This is an optimization exercise on Yosys and OpenROAD, whose aim is small area and a short achievable clock period, not a production implementation. RTL that was checked went through simulation tests only; none was proved equivalent to the original. No driver is modelled on the clock port, so clock power and skew are understated where the tree is cut down; a real chip needs a root buffer or a tree. Power and IR drop assume default switching activity.

==> module test_wrapper, before the edit <==
module test_wrapper #(
	parameter SYS_VERSION = 41,
	parameter WIDTH = 16,
	parameter NUM_SUB_MON = 3
)(
	input clk,
	input reset,
	input       [5:0] slave_address,
	input             slave_read,
	input             slave_write,
	input      [31:0] slave_writedata,
	output reg [31:0] slave_readdata,
	output [15:0] dut_a,
	output [15:0] dut_b,
	input  [15:0] dut_out
);
	wire writing = ~slave_read && slave_write;
	wire reading = slave_read && ~slave_write;
	reg [31:0] ctrl;
	wire [31:0] ctrl_next = (writing && slave_address == 6'h00) ? slave_writedata : ctrl;
	reg        fsel;
	reg [15:0] man_a, man_b, set_a, set_b, clr_a, clr_b;
	always @(posedge clk)
		ctrl <= ctrl_next;
	always @(posedge clk)
		if (writing) begin
			if (slave_address == 6'h10) fsel  <= slave_writedata[0];
			if (slave_address == 6'h14) man_a <= slave_writedata[15:0];
			if (slave_address == 6'h18) man_b <= slave_writedata[15:0];
			if (slave_address == 6'h1C) set_a <= slave_writedata[15:0];
			if (slave_address == 6'h20) set_b <= slave_writedata[15:0];
			if (slave_address == 6'h24) clr_a <= slave_writedata[15:0];
			if (slave_address == 6'h28) clr_b <= slave_writedata[15:0];
		end
	wire rst    = ctrl[0];
	wire en     = ctrl[1];
	wire freeze = ctrl[2];
	reg [31:0] ra, rb;
	reg        rst_d, en_d, zero_d;
	function [31:0] lfsr_step(input [31:0] r);
		lfsr_step = {r[0], r[31], r[30] ^ r[0], r[29:27], r[26] ^ r[0], r[25] ^ r[0], r[24:1]};
	endfunction
	always @(posedge clk) begin
		rst_d <= rst;
		en_d  <= en;
	end
	always @(posedge clk)
		if (rst_d) begin
			ra <= 32'hCAFEF00D;
			rb <= 32'hFEEDC0DE;
		end else if (en_d) begin
			ra <= lfsr_step(ra);
			rb <= lfsr_step(rb);
		end
	localparam S_IDLE = 2'd0, S_READY = 2'd1, S_COUNT = 2'd2, S_DONE = 2'd3;
	reg [1:0] tstate;
	reg [3:0] delay_count;
	reg [3:0] out_count;
	wire dut_zero = ~|dut_out;
	always @(posedge clk)
		if (rst)
			tstate <= S_IDLE;
		else case (tstate)
			S_IDLE : if (dut_zero)   tstate <= S_READY;
			S_READY: if (&out_count) tstate <= S_COUNT;
			S_COUNT: if (dut_zero)   tstate <= S_DONE;
			default:                 tstate <= S_DONE;
		endcase
	always @(posedge clk)
		if (rst)
			delay_count <= 4'hF;
		else if (tstate == S_COUNT)
			delay_count <= delay_count + 1'b1;
	always @(posedge clk)
		if (rst || tstate == S_DONE || fsel)
			out_count <= 4'h0;
		else
			out_count <= out_count + 1'b1;
	reg [15:0] sa_0, sb_0, fa_0, fb_0;
	always @(posedge clk)
		zero_d <= rst || &out_count;
	wire [15:0] a_0 = zero_d ? 16'h0 : ra[15:0];
	wire [15:0] b_0 = zero_d ? 16'h0 : rb[15:0];
	always @(posedge clk)
		if (!fsel) begin
			sa_0 <= a_0 | set_a;
			sb_0 <= b_0 | set_b;
			fa_0 <= sa_0 & ~clr_a;
			fb_0 <= sb_0 & ~clr_b;
		end else begin
			sa_0 <= man_a;
			sb_0 <= man_b;
			fa_0 <= sa_0;
			fb_0 <= sb_0;
		end
	assign dut_a = fa_0;
	assign dut_b = fb_0;
	reg [15:0] ref1, ref2;
	always @(posedge clk) begin
		ref1 <= (fa_0[0] & fb_0[0]) ? fb_0 : fa_0 + fb_0;
		ref2 <= ref1;
	end
	wire [15:0] x = dut_out ^ ref2;
	integer i;
	reg [4:0] lzc;
	always @(*) begin
		lzc = 5'd16;
		for (i = 0; i < 16; i = i + 1)
			if (x[i]) lzc = 5'd15 - i;
	end
	reg [4:0] lz1, lz2, lz3, lz4, lz5;
	always @(posedge clk) begin
		lz1 <= lzc;
		lz2 <= lz1;
		lz3 <= lz2;
		lz4 <= lz3;
		lz5 <= lz4;
	end
	reg [3:0] rdy_ctr;
	always @(posedge clk)
		if (rst)
			rdy_ctr <= 4'd0;
		else if (!rdy_ctr[3])
			rdy_ctr <= rdy_ctr + 1'b1;
	wire ready = rdy_ctr[3];
	reg sb_en;
	always @(posedge clk)
		sb_en <= !ctrl_next[2] && !rst && (rdy_ctr[3] || &rdy_ctr[2:0]);
	reg [31:0] data_ctr, error_ctr;
	reg [4:0]  acc, maxacc, minacc;
	always @(posedge clk)
		if (rst) begin
			data_ctr  <= 32'h0;
			error_ctr <= 32'h0;
		end else if (sb_en) begin
			data_ctr <= data_ctr + 1'b1;
			if (!lz5[4])
				error_ctr <= error_ctr + 1'b1;
		end
	always @(posedge clk)
		acc <= ready ? lz5 : 5'd16;
	always @(posedge clk)
		if (rst) begin
			maxacc <= 5'd0;
			minacc <= 5'd16;
		end else if (sb_en) begin
			if (acc > maxacc) maxacc <= acc;
			if (acc < minacc) minacc <= acc;
		end
	wire [31:0] dut_delay = (tstate == S_DONE) ? {28'h0, delay_count} : 32'hFFFFFFFF;
	always @(posedge clk)
		if (reading)
			case (slave_address)
				6'h00: slave_readdata <= ctrl;
				6'h04: slave_readdata <= SYS_VERSION;
				6'h2C: slave_readdata <= dut_delay;
				6'h30: slave_readdata <= data_ctr;
				6'h34: slave_readdata <= error_ctr;
				6'h38: slave_readdata <= {26'h0, maxacc[4], 1'b0, maxacc[3:0]};
				6'h3C: slave_readdata <= {26'h0, minacc[4], 1'b0, minacc[3:0]};
				default: ;
			endcase
endmodule
==> flow/config.mk <==
export PLATFORM = sky130hd
export DESIGN_NAME = test_wrapper
export DESIGN_NICKNAME = test_wrapper
export VERILOG_FILES = /design/flow/design.v
export SDC_FILE = /design/flow/constraint.sdc
export NUM_CORES = 4
export LEC_CHECK = 0
export CAP_MARGIN = 20
export CORE_MARGIN = 2
export CORE_UTILIZATION = 40
export SETUP_SLACK_MARGIN = 1.2
export SLEW_MARGIN = 20
==> flow/constraint.sdc <==
create_clock -name core_clock -period 3.0 [get_ports {clk}]
set_input_delay 0.6000 -clock core_clock [delete_from_list [all_inputs] [get_ports {clk}]]
set_output_delay 0.6000 -clock core_clock [all_outputs]
set_load 0.01 [all_outputs]
run.sh (not shown) runs the stock make flow with config.mk's settings and CLKGATE_MAP_FILE= SYNTH_SCRIPT=/design/flow/synth_recipe.tcl, a recipe that flattens the netlist after the stock synthesis.
Edit:
--- a/flow/design.v
+++ b/flow/design.v
@@ -93,13 +93,28 @@
 			fa_0 <= sa_0;
 			fb_0 <= sb_0;
 		end
 	assign dut_a = fa_0;
 	assign dut_b = fb_0;
+	function [15:0] add16(input [15:0] a, input [15:0] b);
+		reg [15:0] g, p;
+		integer l, k;
+		begin
+			g = a & b;
+			p = a ^ b;
+			for (l = 0; l < 4; l = l + 1)
+				for (k = 0; k < 16; k = k + 1)
+					if (k[l]) begin
+						g[k] = g[k] | (p[k] & g[((k >> l) << l) - 1]);
+						p[k] = p[k] & p[((k >> l) << l) - 1];
+					end
+			add16 = (a ^ b) ^ {g[14:0], 1'b0};
+		end
+	endfunction
 	reg [15:0] ref1, ref2;
 	always @(posedge clk) begin
-		ref1 <= (fa_0[0] & fb_0[0]) ? fb_0 : fa_0 + fb_0;
+		ref1 <= (fa_0[0] & fb_0[0]) ? fb_0 : add16(fa_0, fb_0);
 		ref2 <= ref1;
 	end
 	wire [15:0] x = dut_out ^ ref2;
 	integer i;
 	reg [4:0] lzc;
The changed run passed the timing, DRC and antenna checks.
Sequential share of layout area went down by 0.62 points.
Via count came out higher by 0.36%.
Area after synthesis barely changes.
Design area goes up by 1.8%.
Clock-buffer cell count went down by 5.
Routed wire length came out higher by about 1.5%.
Final cell count increases by 1.0%.
Power rose by 1.7%.
Maximum frequency is lower by about 1.5%.
Setup slack gets worse by 0.033 ns.
Function was not checked in any run of this note: the RTL went through the layout flow alone.


Another version of the RTL of test_wrapper (not shown whole).
==> flow/config.mk <==
export PLATFORM = sky130hd
export DESIGN_NAME = test_wrapper
export DESIGN_NICKNAME = test_wrapper
export VERILOG_FILES = /design/flow/design.v
export SDC_FILE = /design/flow/constraint.sdc
export NUM_CORES = 4
export LEC_CHECK = 0
export ABC_AREA = 1
export CAP_MARGIN = 20
export CORE_MARGIN = 2
export CORE_UTILIZATION = 40
export SETUP_SLACK_MARGIN = 1.4
export SLEW_MARGIN = 20
export SYNTH_HIERARCHICAL = 1
==> flow/constraint.sdc <==
create_clock -name core_clock -period 3.0 [get_ports {clk}]
set_input_delay 0.6000 -clock core_clock [delete_from_list [all_inputs] [get_ports {clk}]]
set_output_delay 0.6000 -clock core_clock [all_outputs]
set_load 0.01 [all_outputs]
standard.sh (not shown) runs the stock make flow with config.mk's settings and CLKGATE_MAP_FILE= SYNTH_SCRIPT=/design/flow/synth_recipe.tcl, a recipe that flattens the netlist after the stock synthesis.
==> flow/flow/run.sh <==
#!/bin/bash
set -euo pipefail
here=$(cd "$(dirname "$0")" && pwd)
export BUFFER_PORTS_ARGS="-buffer_cell sky130_fd_sc_hd__buf_2"
export CTS_ARGS="-sink_clustering_enable -repair_clock_nets -dont_use_dummy_load -sink_clustering_size 25 -sink_clustering_max_diameter 80"
export PRE_CTS_TCL="$here/cts_root.tcl"
export FLOW_CLOCK_PORT=clk
bash standard.sh > make.log 2>&1
==> flow/flow/cts_root.tcl <==
rename clock_tree_synthesis my_tritoncts
proc clock_tree_synthesis { args } {
  my_tritoncts {*}$args
  my_drop_root_buffer
}

proc my_drop_root_buffer { } {
  set block [ord::get_db_block]
  set port_net [$block findNet $::env(FLOW_CLOCK_PORT)]
  set roots {}
  foreach it [$port_net getITerms] { lappend roots $it }
  if { [llength $roots] != 1 } { puts "drop_root: port drives [llength $roots] pins, kept"; return }
  set rit [lindex $roots 0]
  set root [$rit getInst]
  if { ![string match "sky130_fd_sc_hd__clkbuf_*" [[$root getMaster] getName]] } { puts "drop_root: no root buffer"; return }
  set root_net "NULL"
  foreach it [$root getITerms] {
    if { [$it isOutputSignal] } { set root_net [$it getNet] }
  }
  set loads {}
  foreach it [$root_net getITerms] {
    if { [$it isOutputSignal] } { continue }
    if { ![string match "sky130_fd_sc_hd__clkbuf_*" [[[$it getInst] getMaster] getName]] } {
      puts "drop_root: root drives a non-buffer, kept"; return
    }
    lappend loads $it
  }
  if { [llength $loads] > 4 } { puts "drop_root: root drives [llength $loads] buffers, kept"; return }
  foreach it $loads {
    $it disconnect
    $it connect $port_net
  }
  foreach it [$root getITerms] { $it disconnect }
  odb::dbInst_destroy $root
  odb::dbNet_destroy $root_net
  puts "drop_root: the clock port drives [llength $loads] buffers directly"
}
Rerun with:
--- a/flow/design.v
+++ b/flow/design.v
@@ -24,52 +24,40 @@
 	reg [31:0] ctrl;
 	wire [31:0] ctrl_next = we[0] ? slave_writedata : ctrl;
 	reg        fsel;
 	reg [15:0] man_a, man_b, set_a, set_b, clr_a, clr_b;
 	always @(posedge clk)
 		ctrl <= ctrl_next;
 	always @(posedge clk) begin
 		if (we[1]) fsel  <= slave_writedata[0];
+		if (we[2]) man_a <= slave_writedata[15:0];
+		if (we[3]) man_b <= slave_writedata[15:0];
+		if (we[4]) set_a <= slave_writedata[15:0];
+		if (we[5]) set_b <= slave_writedata[15:0];
 		if (we[6]) clr_a <= slave_writedata[15:0];
 		if (we[7]) clr_b <= slave_writedata[15:0];
 	end
-	reg [15:0] stg_data;
-	reg [3:0]  stg_we;
-	reg        fsel_d;
-	always @(posedge clk) begin
-		stg_data <= slave_writedata[15:0];
-		stg_we   <= we[5:2];
-		fsel_d   <= fsel;
-	end
-	always @(posedge clk) begin
-		if (stg_we[0]) man_a <= stg_data;
-		if (stg_we[1]) man_b <= stg_data;
-		if (stg_we[2]) set_a <= stg_data;
-		if (stg_we[3]) set_b <= stg_data;
-	end
 	wire rst    = ctrl[0];
 	wire en     = ctrl[1];
 	wire freeze = ctrl[2];
 	reg [31:0] ra, rb;
-	reg        rst_d, en_d, rst_dd, en_dd, zero_d, zero_dd;
+	reg        rst_d, en_d, zero_d;
 	function [31:0] lfsr_step(input [31:0] r);
 		lfsr_step = {r[0], r[31], r[30] ^ r[0], r[29:27], r[26] ^ r[0], r[25] ^ r[0], r[24:1]};
 	endfunction
 	always @(posedge clk) begin
-		rst_d  <= rst;
-		en_d   <= en;
-		rst_dd <= rst_d;
-		en_dd  <= en_d;
+		rst_d <= rst;
+		en_d  <= en;
 	end
 	always @(posedge clk)
-		if (rst_dd) begin
+		if (rst_d) begin
 			ra <= 32'hCAFEF00D;
 			rb <= 32'hFEEDC0DE;
-		end else if (en_dd) begin
+		end else if (en_d) begin
 			ra <= lfsr_step(ra);
 			rb <= lfsr_step(rb);
 		end
 	localparam S_IDLE = 2'd0, S_READY = 2'd1, S_COUNT = 2'd2, S_DONE = 2'd3;
 	reg [1:0] tstate;
 	reg [3:0] delay_count;
 	reg [3:0] out_count;
 	wire dut_zero = ~|dut_out;
@@ -87,30 +75,30 @@
 			delay_count <= 4'hF;
 		else if (tstate == S_COUNT)
 			delay_count <= delay_count + 1'b1;
 	always @(posedge clk)
 		if (rst || tstate == S_DONE || fsel)
 			out_count <= 4'h0;
 		else
 			out_count <= out_count + 1'b1;
-	reg [15:0] fa_0, fb_0;
-	always @(posedge clk) begin
-		zero_d  <= rst || &out_count;
-		zero_dd <= zero_d;
-	end
-	wire [15:0] a_0  = zero_dd ? 16'h0 : ra[15:0];
-	wire [15:0] b_0  = zero_dd ? 16'h0 : rb[15:0];
-	wire [15:0] sa_0 = fsel_d ? man_a : a_0 | set_a;
-	wire [15:0] sb_0 = fsel_d ? man_b : b_0 | set_b;
+	reg [15:0] sa_0, sb_0, fa_0, fb_0;
+	always @(posedge clk)
+		zero_d <= rst || &out_count;
+	wire [15:0] a_0 = zero_d ? 16'h0 : ra[15:0];
+	wire [15:0] b_0 = zero_d ? 16'h0 : rb[15:0];
 	always @(posedge clk)
 		if (!fsel) begin
+			sa_0 <= a_0 | set_a;
+			sb_0 <= b_0 | set_b;
 			fa_0 <= sa_0 & ~clr_a;
 			fb_0 <= sb_0 & ~clr_b;
 		end else begin
+			sa_0 <= man_a;
+			sb_0 <= man_b;
 			fa_0 <= sa_0;
 			fb_0 <= sb_0;
 		end
 	assign dut_a = fa_0;
 	assign dut_b = fb_0;
 	wire       sel = fa_0[0] & fb_0[0];
 	wire [7:0] lo_p = fa_0[7:0] ^ fb_0[7:0];
 	wire [7:0] lo_g = fa_0[7:0] & fb_0[7:0];
After rerunning: Sequential power came out higher slightly. Via count came out higher slightly. Clock-buffer cell count rose by 1. Non-clock buffer count decreases by 10. Worst setup slack gains 0.018 ns. Cell area climbs by a few percent. Sequential share of layout area decreases by 0.41 points.

afterwards: timing with drivers on the ports:
The flow's constraints put no driver on any port. The routed layouts listed below were extracted and timed again, unchanged, in two steps. Step 1 (the two cells are an assumption about what drives the block):
set clk [get_ports {clk}]
set_driving_cell -lib_cell sky130_fd_sc_hd__clkbuf_16 $clk
set_driving_cell -lib_cell sky130_fd_sc_hd__buf_2 [delete_from_list [all_inputs] $clk]
Step 2, shift: input delay + t, output delay - t, t = (earliest + latest rising clock arrival at the registers) / 2. This alone moves slack from input paths to output paths. a / b / c = no drivers / after step 1 / after step 2; a / b = the first two.
run | t (ns) | setup WS [ns] | worst register clock-pin slew, ns
the first run of note 1 | 0.595 | 0.846 / 0.846 / 0.349 | 0.06 / 0.06
the second run of note 1 | 0.617 | 0.814 / 0.814 / 0.425 | 0.06 / 0.06
the first run of note 2 | 0.472 | 1.425 / 1.356 / 1.024 | 0.10 / 0.10
the second run of note 2 | 0.469 | 1.443 / 1.371 / 1.041 | 0.10 / 0.10
After both steps setup and hold are still met in every run listed. The setup slack of the first run of note 1, which loses most, moves by 0.000 ns with the drivers and by -0.497 ns with both steps.
